This is an optimization exercise on Yosys and OpenROAD, whose aim is small area, not a production implementation.
Function was checked by simulation only, so behaviour that the tests miss may differ from the original.
No activity file was given, so power comes from the tool's default toggle rates.

$ cat flow/config.mk
export PLATFORM = sky130hd
export DESIGN_NAME = topModule
export DESIGN_NICKNAME = topModule
export VERILOG_FILES = /design/flow/design.v
export SDC_FILE = /design/flow/constraint.sdc
export NUM_CORES = 4
export LEC_CHECK = 0
export CAP_MARGIN = 20
export CORE_MARGIN = 2
export CORE_UTILIZATION = 40
export SLEW_MARGIN = 20
$ cat flow/constraint.sdc
create_clock -name core_clock -period 10.0 [get_ports {clk}]
set_input_delay 2.0000 -clock core_clock [delete_from_list [all_inputs] [get_ports {clk}]]
set_output_delay 2.0000 -clock core_clock [all_outputs]
set_load 0.01 [all_outputs]
$ cat flow/design.v
`timescale 1ns / 1ps
module clkDivider #(parameter integer N = 100_000_000) (
    input clk, 
    input rst, 
    output reg slw_clk,
    output tick      
);
    reg [$clog2(N/2)-1:0] cnt_tmp;
    assign tick = (cnt_tmp == (N/2)-1) && !slw_clk;
    always @(posedge clk or posedge rst) begin
        if (rst) begin
            cnt_tmp  <= 0;
            slw_clk  <= 0;
        end
        else if (cnt_tmp == (N/2)-1) begin
            slw_clk  <= ~slw_clk;
            cnt_tmp  <= 0;
        end
        else begin
            cnt_tmp  <= cnt_tmp + 1;
        end
    end
endmodule
`timescale 1ns / 1ps
module fsmClockCtrl(
    input clk, rst,
    input tick,        
    input S1, S2,       
    input S3,          
    input S4,          
    input S5,          
    input S6,          
    input S7,          
    input PB1,         
    output reg Buzzer,  
    output reg [5:0] minutes,
    output reg [4:0] hours,
    output reg [5:0] alarm_minutes,
    output reg [4:0] alarm_hours,
    output reg LED0, LED1
);
    localparam Time      = 2'b00,
               Set_time  = 2'b01,
               Set_alarm = 2'b10,
               Alarm     = 2'b11;
    reg [1:0] state;
    reg [5:0] seconds;
    reg time_led_counter;         
    reg [1:0] alarm_led_counter;  
    reg alarm_buzzer_counter;     
    reg prv_S5; 
    wire S5_edge;         
    assign S5_edge = S5 & ~prv_S5;
    always @ (posedge clk or posedge rst) begin
        if (rst) begin 
            prv_S5 <= 0;
        end 
        else if (tick) begin 
            prv_S5 <= S5;
        end 
    end   
    always @(posedge clk or posedge rst) begin
        if (rst) begin
            state               <= Time;
            minutes             <= 6'd0;
            seconds             <= 6'd0;
            hours               <= 5'd0;
            alarm_minutes       <= 6'd0;
            alarm_hours         <= 5'd0;
            time_led_counter    <= 1'b0;
            alarm_led_counter   <= 2'd0;
            alarm_buzzer_counter<= 1'b0;
            LED0                <= 1'b0;
            LED1                <= 1'b0;
            Buzzer              <= 1'b0;
        end 
        else if (!tick) begin
        end
        else if (S6) begin
            state         <= state;    
            minutes       <= minutes;
            seconds       <= seconds;
            hours         <= hours;
            alarm_minutes <= alarm_minutes;
            alarm_hours   <= alarm_hours;
            LED0          <= 1'b0;
            LED1          <= 1'b0;
            Buzzer        <= 1'b0;
        end
        else begin
            case (state)
                Time: begin
                    if (seconds == 6'd59) begin
                        seconds <= 6'd0;
                        if (minutes == 6'd59) begin
                            minutes <= 6'd0;
                            hours <= (hours == 5'd23) ? 5'd0 : hours + 1; 
                        end 
                        else 
                            minutes <= minutes + 1;
                    end 
                    else begin
                        seconds <= seconds + 1;
                    end
                    time_led_counter <= ~time_led_counter;
                    LED0 <= (time_led_counter == 1'b0) ? 1'b1 : 1'b0;
                    LED1 <= 1'b1;
                    Buzzer <= 1'b0;
                    if (S1)
                        state <= Set_time;
                    else if (S2)
                        state <= Set_alarm;
                    else if ((minutes == alarm_minutes) && (hours == alarm_hours) && S5_edge)
                        state <= Alarm;
                    else
                        state <= Time;
                end
                Set_time: begin
                    LED0   <= 1'b0;
                    LED1   <= 1'b1;
                    Buzzer <= 1'b0;
                    if (S3 && S4) begin
                        minutes <= (minutes == 6'd59) ? 6'd0 : minutes + 1;
                        hours <= (hours == 5'd23) ?  5'd0 : hours + 1; 
                    end 
                    else if (S3 && !S4) 
                        minutes <= (minutes == 6'd59) ? 6'd0 : minutes + 1;
                    else if (!S3 && S4) 
                        hours <= (hours == 5'd23) ?  5'd0 : hours + 1; 
                    if (!S1)
                        state <= Time;
                    else
                        state <= Set_time;
                end
                Set_alarm: begin
                    LED0   <= 1'b1;
                    LED1   <= 1'b1;
                    Buzzer <= 1'b0;
                    if (S3 && S4) begin
                        alarm_minutes <= (alarm_minutes == 6'd59) ? 6'd0 : alarm_minutes + 1;
                        alarm_hours   <= (alarm_hours == 5'd23) ? 5'd0: alarm_hours + 1;
                    end 
                    else if (S3 && !S4) 
                        alarm_minutes <= (alarm_minutes == 6'd59) ? 6'd0 : alarm_minutes + 1;
                    else if (!S3 && S4) 
                        alarm_hours   <= (alarm_hours == 5'd23) ? 5'd0: alarm_hours + 1;
                    if (!S2)
                        state <= Time;
                    else
                        state <= Set_alarm;
                end
                Alarm: begin
                    alarm_led_counter <= alarm_led_counter + 1;   
                    LED0 <= (alarm_led_counter < 2'd3) ? 1'b1 : 1'b0;
                    LED1 <= 1'b1;
                    if (!S7) begin
                        alarm_buzzer_counter <= ~alarm_buzzer_counter;
                        Buzzer <= (alarm_buzzer_counter == 1'b0) ? 1'b1 : 1'b0;
                    end else begin
                        Buzzer <= 1'b0;
                    end
                    if (PB1)
                        state <= Time;
                    else
                        state <= Alarm;
                end
                default: state <= Time;
            endcase
        end
    end
endmodule
`timescale 1ns / 1ps
module binaryBCD(
    input [5:0] minutes,
    input [4:0] hours,
    input [5:0] alarm_minutes,
    input [4:0] alarm_hours,
    output reg [7:0] bcd_minutes,   
    output reg [7:0] bcd_hours,     
    output reg [7:0] alarm_bcd_minutes,  
    output reg [7:0] alarm_bcd_hours     
);
    integer i;
    reg [13:0] shift_reg_minutes, shift_reg_alarm_minutes;   
    reg [12:0] shift_reg_hours, shift_reg_alarm_hours;     
    always @(*) begin
        shift_reg_minutes = 14'b0;
        shift_reg_minutes[5:0] = minutes;
        for (i = 0; i < 6; i = i + 1) begin
            if (shift_reg_minutes[9:6] >= 5)
                shift_reg_minutes[9:6] = shift_reg_minutes[9:6] + 3;
            if (shift_reg_minutes[13:10] >= 5)
                shift_reg_minutes[13:10] = shift_reg_minutes[13:10] + 3;
            shift_reg_minutes = shift_reg_minutes << 1;
        end
        bcd_minutes = {shift_reg_minutes[13:10], shift_reg_minutes[9:6]};
        shift_reg_hours = 13'b0;
        shift_reg_hours[4:0] = hours;
        for (i = 0; i < 5; i = i + 1) begin
            if (shift_reg_hours[8:5] >= 5)
                shift_reg_hours[8:5] = shift_reg_hours[8:5] + 3;
            if (shift_reg_hours[12:9] >= 5)
                shift_reg_hours[12:9] = shift_reg_hours[12:9] + 3;
            shift_reg_hours = shift_reg_hours << 1;
        end
        bcd_hours = {shift_reg_hours[12:9], shift_reg_hours[8:5]};
        shift_reg_alarm_minutes = 14'b0;
        shift_reg_alarm_minutes[5:0] = alarm_minutes;
        for (i = 0; i < 6; i = i + 1) begin
            if (shift_reg_alarm_minutes[9:6] >= 5)
                shift_reg_alarm_minutes[9:6] = shift_reg_alarm_minutes[9:6] + 3;
            if (shift_reg_alarm_minutes[13:10] >= 5)
                shift_reg_alarm_minutes[13:10] = shift_reg_alarm_minutes[13:10] + 3;
            shift_reg_alarm_minutes = shift_reg_alarm_minutes << 1;
        end
        alarm_bcd_minutes = {shift_reg_alarm_minutes[13:10], shift_reg_alarm_minutes[9:6]};
        shift_reg_alarm_hours = 13'b0;
        shift_reg_alarm_hours[4:0] = alarm_hours;
        for (i = 0; i < 5; i = i + 1) begin
            if (shift_reg_alarm_hours[8:5] >= 5)
                shift_reg_alarm_hours[8:5] = shift_reg_alarm_hours[8:5] + 3;
            if (shift_reg_alarm_hours[12:9] >= 5)
                shift_reg_alarm_hours[12:9] = shift_reg_alarm_hours[12:9] + 3;
            shift_reg_alarm_hours = shift_reg_alarm_hours << 1;
        end
        alarm_bcd_hours = {shift_reg_alarm_hours[12:9], shift_reg_alarm_hours[8:5]};
    end
endmodule
`timescale 1ns / 1ps
module sevenSegment #(parameter integer n = 100_000)(
    input clk, 
    input rst,
    input [7:0] display_minutes,
    input [7:0] display_hours,
    output reg [7:0] seg_7_display,
    output reg [7:0] active_low_anode
);
    reg [$clog2(n)-1:0] digit_count;
    reg [2:0] digit_for_display;
    reg [3:0] disp_val;  
    always @(posedge clk or posedge rst) begin
        if (rst) begin
            digit_count <= 0;
            digit_for_display <= 0;
        end else if (digit_count == n-1) begin
            digit_for_display <= digit_for_display + 1;
            digit_count <= 0;
        end else begin
            digit_count <= digit_count + 1;
        end
    end
    always @(*) begin
        case (digit_for_display)
            3'b000: active_low_anode = 8'b1111_1110;
            3'b001: active_low_anode = 8'b1111_1101;
            3'b010: active_low_anode = 8'b1111_1011;
            3'b011: active_low_anode = 8'b1111_0111;
            default: active_low_anode = 8'b1111_1111;  
        endcase
    end
    always @(*) begin
        case (digit_for_display)
            3'b000: disp_val = display_minutes[3:0];
            3'b001: disp_val = display_minutes[7:4];
            3'b010: disp_val = display_hours[3:0];
            3'b011: disp_val = display_hours[7:4];
            default: disp_val = 4'b0;
        endcase
    end
    always @(*) begin
        case (disp_val)
            4'b0000: seg_7_display = 8'b1100_0000;  
            4'b0001: seg_7_display = 8'b1111_1001;  
            4'b0010: seg_7_display = 8'b1010_0100;  
            4'b0011: seg_7_display = 8'b1011_0000;  
            4'b0100: seg_7_display = 8'b1001_1001;  
            4'b0101: seg_7_display = 8'b1001_0010;  
            4'b0110: seg_7_display = 8'b1000_0010;  
            4'b0111: seg_7_display = 8'b1111_1000;  
            4'b1000: seg_7_display = 8'b1000_0000;  
            4'b1001: seg_7_display = 8'b1001_0000;  
            default: seg_7_display = 8'b1100_0000;  
        endcase
    end
endmodule
`timescale 1ns / 1ps
module topModule (
    input clk, rst,
    input S1, S2,  
    input S3,  
    input S4,  
    input S5,  
    input S6,  
    input S7,  
    input PB1,  
    output Buzzer,  
    output LED0, LED1,
    output wire [7:0] seg_7_display,
    output wire [7:0] active_low_anode
);
    wire slw_clk;
    wire tick;
    wire [5:0] minutes;
    wire [4:0] hours;
    wire [5:0] alarm_minutes;
    wire [4:0] alarm_hours;
    wire [7:0] bcd_minutes;
    wire [7:0] bcd_hours;
    wire [7:0] alarm_bcd_minutes;
    wire [7:0] alarm_bcd_hours;
    wire [7:0] display_minutes;
    wire [7:0] display_hours;
    clkDivider #(.N(32768)) clock_divider (
        .clk(clk),
        .rst(rst),
        .slw_clk(slw_clk),
        .tick(tick)
    );
    fsmClockCtrl fsm_time_ctrl (
        .clk(clk),
        .rst(rst),
        .tick(tick),
        .S1(S1),
        .S2(S2),
        .S3(S3), 
        .S4(S4),
        .S5(S5), 
        .S6(S6), 
        .S7(S7), 
        .PB1(PB1), 
        .Buzzer(Buzzer),
        .minutes(minutes),
        .hours(hours),
        .alarm_minutes(alarm_minutes),
        .alarm_hours(alarm_hours),
        .LED0(LED0),
        .LED1(LED1)
    );
    binaryBCD binary_to_BCD (
         .minutes(minutes),
         .hours(hours),
         .alarm_minutes(alarm_minutes),
         .alarm_hours(alarm_hours),
         .bcd_minutes(bcd_minutes),
         .bcd_hours(bcd_hours),
         .alarm_bcd_minutes(alarm_bcd_minutes),
         .alarm_bcd_hours(alarm_bcd_hours)
         );
    assign display_minutes = (S2) ? alarm_bcd_minutes : bcd_minutes;
    assign display_hours = (S2) ? alarm_bcd_hours : bcd_hours;
    sevenSegment #(.n(32)) dsp_ctrl_unit (
        .clk(clk),
        .rst(rst),
        .display_minutes(display_minutes),
        .display_hours(display_hours),
        .seg_7_display(seg_7_display),
        .active_low_anode(active_low_anode)                   
    );
endmodule
$ cat flow/run.sh
#!/bin/bash
# synth_recipe.tcl (not shown) runs the flow's synth.tcl, then flattens the netlist and writes it again
# the make line also repeats each setting of config.mk as NAME=value (left out here)
make -C /OpenROAD-flow-scripts/flow DESIGN_CONFIG=/design/flow/config.mk WORK_HOME=/design/flow/orfs CLKGATE_MAP_FILE= SYNTH_SCRIPT=/design/flow/synth_recipe.tcl finish
==> run summary <==
core box area=0.0114 mm²; register area share after synthesis=32.5%; Post-Syn Area per Cell=8.75 µm²; R2R setup slack=7.37 ns; gpl congestion=0.826; # nets final=602; TritonCTS clock tree=built; maximum fanout along the worst path=11; Clock Sinks=61; Synth Area in Compound Gates=17.5%; setup TNS=0 ns; Final setup viols=0; IO Pins=29; post-synthesis xor/xnor area fraction=6.54%; main combinational cell family by area after synthesis=simple AND/OR/NAND/NOR gates; pwr dens=115 mW/mm²; synthesized-area fraction occupied by adder cells=10.9%; Via Count=3822; clock skew=0.00602 ns; Setup CP Type=flop to output port; TritonRoute pass-1 iters=4; predominant post-synthesis flop cell=dfrtp_1; headroom to the max-slew limit=43.7%; Chip Height=112 µm; residual DRC count=0; Hold WC Path Type=flop to flop; Port Buffers=23; initial antenna violation count=0; Max Clk Rate=0.136 GHz; Netlist cell types=72; Slew Viols, Final=0; DPL Wire Length=7650 µm; post-route cell area=0.00533 mm²; via density per instance=5.47; ant diodes=0; yosys warns=4; Filler Cell Count=1109; Crit. End Element=output port; register bit count reported by yosys=61; htree depth=3; clock root buffer=clkbuf_16; Yosys top cell by area=dfrtp_1; postcts setup bufs=0; Post-DRT Antenna Nets=0; Initial Utilization=41.1%; insertion delay to the later sink of the worst-skew pair=0.33 ns; Post-synth EDFFs=0; status=finished clean; worst path required time=8.00 ns; RSZ-0062 raised after global routing=false; Routed WL=10300 µm; largest net degree at the start of global routing=62; vias in the first global route=3813; ys async rst share=100%; Worst VDD drop=66.1 µV; Placed Instance Area=0.00500 mm²; Layout area overhead=13.6%; critical path launch point type=flop; # rows=39; share of the synthesized area in the top cell type=32.5%; crit share post-route=73.5%; mapped cell area=0.00469 mm²; GR Overflow Total=0; Critical Path AT=5.35 ns; share of synthesized area spent on multiplexers=6.78%; Area contributors post-synth=dfrtp_1 33%, ha_1 11%, xnor2_1 4.9%, nand2_1 4.2%, mux2i_1 4.1%; Max clock buf depth=2; Synth Area in Simple Gates=20.5%; routed length per placed instance=14.7 µm; Starting DRT DRC Count=134; clk slew on worst S/H paths=0.06 ns; Lkg Pwr=2.39 nW; layout cells sized above 1=6.83%; post_cts resized=0; Least-Margin Pin Slew=0.837 ns; width of the chip=112 µm; GRT Total Usage=17.4%; overall die area=0.0126 mm²; min Tclk post-route=7.35 ns; Worst Hold Launch=dsp_ctrl_unit.digit_count[0]; cells after synthesis=536; Final Hold Fails=0; max-cap violations=0; first-pass GRT wire length=18200 µm; reg-to-reg startpoint=clock_divider.cnt_tmp[0]; CTS Hold Bufs=0; critical path launch point=fsm_time_ctrl.alarm_minutes[3]; Inserted Clock Buffers=9
## registers in the layout (all words and copies together) (netlist names)
register	count
fsm_time_ctrl.LED1	1
fsm_time_ctrl.alarm_hours	5
fsm_time_ctrl.time_led_counter	1
fsm_time_ctrl.state	2
fsm_time_ctrl.Buzzer	1
fsm_time_ctrl.LED0	1
clock_divider.slw_clk	1
fsm_time_ctrl.alarm_buzzer_counter	1
fsm_time_ctrl.minutes	6
fsm_time_ctrl.seconds	6
fsm_time_ctrl.alarm_minutes	6
fsm_time_ctrl.hours	5
clock_divider.cnt_tmp	14
dsp_ctrl_unit.digit_count	5
dsp_ctrl_unit.digit_for_display	3
fsm_time_ctrl.prv_S5	1
fsm_time_ctrl.alarm_led_counter	2
## cell usage after synthesis, drive strengths merged, types with 3 or more instances
cell and number:
nand2 52, nand4 7, nand2b 6, o21ai 42, nor3b 5, a21oi 17
o31ai 6, o211ai 7, a21o 10, dfrtp 61, a21boi 3, xor2 9
o221ai 3, mux2 9, buf 7, nor4 5, or3 3, clkbuf 17
o22ai 5, or4 4, o2111ai 3, and3 10, xnor2 26, and2 4
nor2b 7, nand3 27, nor3 14, nor2 39, a211oi 3, ha 41
inv 33, mux2i 20
## final cells by class
class                   instances  area (µm²)  share of cell area (%)
flip-flops and latches         61        1530                    28.6
clock buffers                   9         225                    4.23
repair buffers                 24         238                    4.46
multi-input cells             422        2940                    55.1
well taps                     143         179                    3.36
inverters                      33         124                    2.32
clock inverters                 7        98.8                    1.85
## where the power goes
part | switching, W | internal, W
clock | 0.000117 | 0.000219
sequential | 0.00000314 | 0.000249
combinational | 0.0000148 | 0.0000107
total | 0.000135 | 0.000479
## placed cells by master, fill, tap and decap left out, types with 3 or more instances in the layout
master,n
a21oi_1,17
inv_1,31
a211oi_1,3
and2_1,3
o31ai_1,6
ha_1,41
nor2b_1,7
o21ai_0,30
clkdlybuf4s50_1,23
o22ai_1,5
mux2_2,7
nand2_1,52
mux2i_1,19
nor3_1,13
or4_1,3
nor4_1,4
a21o_1,10
xnor2_1,26
nand2b_1,6
nand3_1,27
nor2_1,38
nor3b_1,3
nand4_1,7
o2111ai_1,3
conb_1,5
and3_1,10
o21ai_1,12
dfrtp_1,61
o221ai_1,3
xor2_1,9
clkbuf_16,9
o211ai_1,7
## layer usage
metal	up-vias	global-route usage, %	part of all wire (%)
li1	1938	-	-
met1	1828	22.9	47
met2	45	29.8	49
met3	11	2.65	2.7
met4	0	5.04	1.2
met5	-	0	0
## per-stage QoR
step / worst slack (ns) / total power, W / hold WS, ns / cells / utilization, %
floorplan: 3.99 / 0.000273 / 0.425 / 540 / -
detailed placement: 2.70 / 0.000282 / 0.451 / 683 / 43.8
finish: 2.65 / 0.000613 / 0.453 / 699 / 46.7
global placement: 2.81 / 0.000282 / 0.444 / 683 / 43.8
CTS: 2.69 / 0.000622 / 0.459 / 699 / 46.7
global route: 2.14 / 0.000639 / 0.486 / 699 / 46.7
## kinds of logic after synthesis
family,count (synthesis)
muxes,29
and+or+nand+nor,189
other,1
xor gates and xnor gates,35
DFF,61
adders and majority gates,41
AOI/OAI and AO/OA,123
buffers and inverters,57
## path summary, 6_finish.rpt
path                                                end  cells after the start
hold reg to reg            dsp_ctrl_unit.digit_count[0]                      1
max in group asynchronous      fsm_time_ctrl.minutes[2]                      3
setup reg to reg           fsm_time_ctrl.alarm_hours[2]                      7
hold / removal             dsp_ctrl_unit.digit_count[0]                      1
setup / recovery                       seg_7_display[4]                     20
min in group asynchronous      clock_divider.cnt_tmp[3]                      3
## worst max-delay path: stages, from the launching register on
cell and delay [ns]:
dfrtp_1 0.61, inv_1 0.20, ha_1 0.24, inv_1 0.06, ha_1 0.26, a21oi_1 0.13, xnor2_1 0.31, ha_1 0.32
and2b_1 0.23, o21ai_0 0.12, a221o_1 0.37, nor2_1 0.31, mux2i_1 0.15, a221oi_1 0.37, o21a_1 0.20, inv_1 0.07
ha_1 0.22, inv_1 0.06, o211ai_1 0.09, o2bb2ai_1 0.15, clkdlybuf4s50_1 0.55

==> separate check: timing with driven ports <==
Ports are ideal in the flow. The routed layout listed here was re-timed in OpenROAD. Step 1 sets driving cells, clkbuf_16 on the clock port and buf_2 on the other inputs (assumed; they add their load-dependent delay and slew). Step 2 also shifts input and output timing later by t, the mid clock arrival at the registers, as if the neighbouring blocks saw the same clock. Three values: ideal, step 1, step 2; two values: the first two.
shift t [ns]: 0.364
setup WS [ns]: 2.645 / 2.607 / 2.640
hold slack, ns: 0.453 / 0.453 / 0.453
worst slew at a driven data input, ns: 0.03
After both steps setup and hold are still met in this run. For this run, drivers alone change the setup slack by -0.038 ns; drivers and shift together by -0.005 ns.
